This is an optimization exercise on Yosys and OpenROAD, whose aim is small area, a short achievable clock period and few clock cycles, not a production implementation. Function was checked by simulation only, so behaviour that the tests miss may differ from the original. Power is estimated from default activity; no workload was simulated.

==> module PriorityQueue, before the edit <==
module PriorityQueue (
  input         clock,
  input         reset,
  output        io_head_valid,
  output        io_head_none,
  output [7:0]  io_head_prio_cycle,
  output [3:0]  io_head_prio_superCycle,
  output [5:0]  io_head_refID,
  input         io_cmd_valid,
  input         io_cmd_op,
  input  [7:0]  io_cmd_prio_cycle,
  input  [3:0]  io_cmd_prio_superCycle,
  input  [5:0]  io_cmd_refID,
  output        io_cmd_done,
  output        io_cmd_result,
  output [7:0]  io_cmd_rm_prio_cycle,
  output [3:0]  io_cmd_rm_prio_superCycle
);
  localparam N = 33;
  localparam W = 18;             
  reg  [W-1:0] s [0:N-1];
  reg          pValid;           
  reg          pOp;
  reg  [W-1:0] pElem;            
  reg  [N-1:0] le;               
  reg  [N-1:0] match;            
  reg  [5:0]   clrCnt;           
  reg          idle;             
  reg  [W-1:0] headReg;
  reg          headNone;
  reg          headValid;
  reg          resultReg;
  reg  [11:0]  rmPrioReg;
  wire clearNext = reset | (~idle & (clrCnt != 6'd1));
  wire         full = ~&s[N-1][5:0];
  wire         ins = pValid & pOp & ~full;
  wire         rem = pValid & ~pOp;
  wire [N-1:0] after;    
  wire [W-1:0] sn [0:N-1];
  wire [11:0]  ck = {io_cmd_prio_superCycle, io_cmd_prio_cycle};
  wire [11:0]  nck = ~ck;
  wire [W-1:0] cElem = {ck, io_cmd_refID};
  wire         cValid = io_cmd_valid & idle;
  wire [N-1:0] cLe;      
  wire [N-1:0] cMatch;   
  wire [11:0]  cRm [0:N-1];    
  wire [N-1:0] eqS;      
  wire         eqP = pElem[5:0] == io_cmd_refID;
  wire         pRemSame = pValid & ~pOp & eqP;
  wire         pInsSame = pValid & pOp & ~full & eqP;
  pq_prefix_or #(.N(N)) u_after (.x(match), .y(after));
  genvar i;
  generate
    for (i = 0; i < N; i = i + 1) begin : g_slot
      if (i == 0) begin : g_first
        assign cRm[i] = {12{eqS[i]}} & s[i][17:6];
      end else begin : g_rest
        assign cRm[i] = cRm[i-1] | ({12{eqS[i]}} & s[i][17:6]);
      end
      wire [W-1:0] left  = (i == 0) ? {W{1'b0}} : s[(i == 0) ? 0 : i-1];
      wire [W-1:0] right = (i == N-1) ? {W{1'b1}} : s[(i == N-1) ? i : i+1];
      wire         lle   = (i == 0) ? 1'b0 : le[(i == 0) ? 0 : i-1];
      wire selL = ins & lle;
      wire selN = ins & le[i] & ~lle;
      wire selR = rem & after[i];
      wire selH = ~(selL | selN | selR);
      pq_slotmux #(.W(W)) u_mux (
        .selL(selL), .selN(selN), .selR(selR), .selH(selH),
        .left(left), .newe(pElem), .right(right), .hold(s[i]), .out(sn[i])
      );
      if (i == N-1) begin : g_lelast
        assign cLe[i] = 1'b1;
      end else begin : g_le
        pq_le12 u_le (.na(nck), .b(sn[i][17:6]), .le(cLe[i]));
      end
      assign eqS[i] = s[i][5:0] == io_cmd_refID;
      wire eqLeft  = (i == 0) ? 1'b0 : eqS[(i == 0) ? 0 : i-1];
      wire eqRight = (i == N-1) ? 1'b0 : eqS[(i == N-1) ? i : i+1];
      assign cMatch[i] = (selL & eqLeft) | (selN & eqP) | (selR & eqRight) | (selH & eqS[i]);
      always @(posedge clock) begin
        s[i] <= sn[i];
        le[i] <= cLe[i];
        match[i] <= cMatch[i] | ((i == 0) & clearNext);
      end
    end
  endgenerate
  wire fullN = ~&sn[N-1][5:0];
  wire cIns = cValid & io_cmd_op & ~fullN & cLe[0];
  wire cRemHead = cValid & ~io_cmd_op & cMatch[0];
  wire [W-1:0] headNext = cIns ? cElem : cRemHead ? sn[1] : sn[0];
  wire headNoneNext = ~cIns & (cRemHead ? &sn[1][5:0] : &sn[0][5:0]);
  always @(posedge clock) begin
    pValid <= clearNext | (cValid & ~reset);
    pOp <= io_cmd_op & ~clearNext;
    pElem <= cElem;
    headReg <= headNext;
    headNone <= headNoneNext;
    headValid <= ~headNoneNext;
    resultReg <= io_cmd_op ? fullN : (pRemSame | (~pInsSame & ~|eqS));
    rmPrioReg <= pRemSame ? 12'd0 : pInsSame ? pElem[17:6] : cRm[N-1];
    if (reset) begin
      clrCnt <= N;
      idle <= 1'b0;
    end else if (!idle) begin
      clrCnt <= clrCnt - 6'd1;
      idle <= clrCnt == 6'd1;
    end
  end
  assign io_cmd_done = idle;
  assign io_cmd_result = resultReg;
  assign io_cmd_rm_prio_superCycle = rmPrioReg[11:8];
  assign io_cmd_rm_prio_cycle = rmPrioReg[7:0];
  assign io_head_none = headNone;
  assign io_head_valid = headValid;
  assign io_head_prio_superCycle = headReg[17:14];
  assign io_head_prio_cycle = headReg[13:6];
  assign io_head_refID = headReg[5:0];
endmodule
==> flow/config.mk <==
export PLATFORM = sky130hd
export DESIGN_NAME = PriorityQueue
export DESIGN_NICKNAME = PriorityQueue
export VERILOG_FILES = /design/flow/design.v
export SDC_FILE = /design/flow/constraint.sdc
export NUM_CORES = 4
export LEC_CHECK = 0
export CAP_MARGIN = 20
export CORE_MARGIN = 2
export CORE_UTILIZATION = 45
export CTS_BUF_LIST = sky130_fd_sc_hd__clkbuf_8
export SLEW_MARGIN = 20
export SYNTH_HIERARCHICAL = 1
export TNS_END_PERCENT = 0
==> flow/constraint.sdc <==
create_clock -name core_clock -period 12.0 [get_ports {clock}]
set_input_delay 2.4000 -clock core_clock [delete_from_list [all_inputs] [get_ports {clock}]]
set_output_delay 2.4000 -clock core_clock [all_outputs]
set_load 0.01 [all_outputs]
standard.sh (not shown) runs the stock make flow with config.mk's settings and CLKGATE_MAP_FILE= SYNTH_SCRIPT=/design/flow/synth_recipe.tcl, a recipe that flattens the netlist after the stock synthesis.
==> flow/flow/run.sh <==
#!/bin/bash
set -euo pipefail
MARGIN=$(cat flow/margin.txt)
bash standard.sh SETUP_SLACK_MARGIN=$MARGIN \
  "BUFFER_PORTS_ARGS=-buffer_cell sky130_fd_sc_hd__buf_4" finish > flow_make.log 2>&1
==> flow/flow/margin.txt <==
8.4
Testbench counts at the start, summed over its fixed seeds: cycles 3,200.
Next try:
--- a/flow/design.v
+++ b/flow/design.v
@@ -74,12 +74,12 @@
   output [3:0]  io_cmd_rm_prio_superCycle
 );
   localparam N = 33;
   localparam W = 18;             
   reg  [W-1:0] s [0:N-1];
-  reg          pValid;           
-  reg          pOp;
+  reg          pIns;             
+  reg          pRem;             
   reg  [W-1:0] pElem;            
   reg  [N-1:0] le;               
   reg  [N-1:0] match;            
   reg  [5:0]   clrCnt;           
   reg          idle;             
@@ -87,13 +87,12 @@
   reg          headNone;
   reg          headValid;
   reg          resultReg;
   reg  [11:0]  rmPrioReg;
   wire clearNext = reset | (~idle & (clrCnt != 6'd1));
-  wire         full = ~&s[N-1][5:0];
-  wire         ins = pValid & pOp & ~full;
-  wire         rem = pValid & ~pOp;
+  wire         ins = pIns;
+  wire         rem = pRem;
   wire [N-1:0] after;    
   wire [W-1:0] sn [0:N-1];
   wire [11:0]  ck = {io_cmd_prio_superCycle, io_cmd_prio_cycle};
   wire [11:0]  nck = ~ck;
   wire [W-1:0] cElem = {ck, io_cmd_refID};
@@ -101,12 +100,12 @@
   wire [N-1:0] cLe;      
   wire [N-1:0] cMatch;   
   wire [11:0]  cRm [0:N-1];    
   wire [N-1:0] eqS;      
   wire         eqP = pElem[5:0] == io_cmd_refID;
-  wire         pRemSame = pValid & ~pOp & eqP;
-  wire         pInsSame = pValid & pOp & ~full & eqP;
+  wire         pRemSame = pRem & eqP;
+  wire         pInsSame = pIns & eqP;
   pq_prefix_or #(.N(N)) u_after (.x(match), .y(after));
   genvar i;
   generate
     for (i = 0; i < N; i = i + 1) begin : g_slot
       if (i == 0) begin : g_first
@@ -145,12 +144,12 @@
   wire cIns = cValid & io_cmd_op & ~fullN & cLe[0];
   wire cRemHead = cValid & ~io_cmd_op & cMatch[0];
   wire [W-1:0] headNext = cIns ? cElem : cRemHead ? sn[1] : sn[0];
   wire headNoneNext = ~cIns & (cRemHead ? &sn[1][5:0] : &sn[0][5:0]);
   always @(posedge clock) begin
-    pValid <= clearNext | (cValid & ~reset);
-    pOp <= io_cmd_op & ~clearNext;
+    pIns <= ~clearNext & cValid & io_cmd_op & ~fullN;
+    pRem <= clearNext | (cValid & ~io_cmd_op);
     pElem <= cElem;
     headReg <= headNext;
     headNone <= headNoneNext;
     headValid <= ~headNoneNext;
     resultReg <= io_cmd_op ? fullN : (pRemSame | (~pInsSame & ~|eqS));
After rerunning: Via count goes up by 0.86%; setup slack got worse by 0.030 ns; worst hold slack got worse by 0.019 ns; die area goes up by 0.67%; routed wire length goes up by about 4.4%; combinational power goes down by about 3%; design area barely changes; final cell count goes up by 0.42%; non-clock buffer count goes up by 11; sequential power goes up by about 3%.
Testbench counts after the change, summed over its fixed seeds: cycles 3,200.

[separate check: timing with driven ports]
How much do the figures lean on ideal ports? The routed layouts below were timed once more, with nothing changed but the port constraints. Step 1: set_driving_cell puts a clkbuf_16 on clock and a buf_2 on each other input, an assumption about the parent block. Step 2 adds t to the input delays and takes it off the output delays; t is the mean of the earliest and latest rising clock arrival at the registers after step 1. Input paths then give back, and output paths get back, about the clock's delay inside the block. Three values: ideal, step 1, step 2; two values: the first two.
run | t, ns | setup slack, ns | worst register clock-pin slew, ns
the first run | 0.907 | 8.156 / 8.165 / 7.258 | 0.07 / 0.07
the second run | 0.931 | 8.126 / 8.109 / 7.192 | 0.08 / 0.08
After both steps setup and hold are still met in every run listed. The setup slack of the second run, which loses most, moves by -0.017 ns with the drivers and by -0.934 ns with both steps.
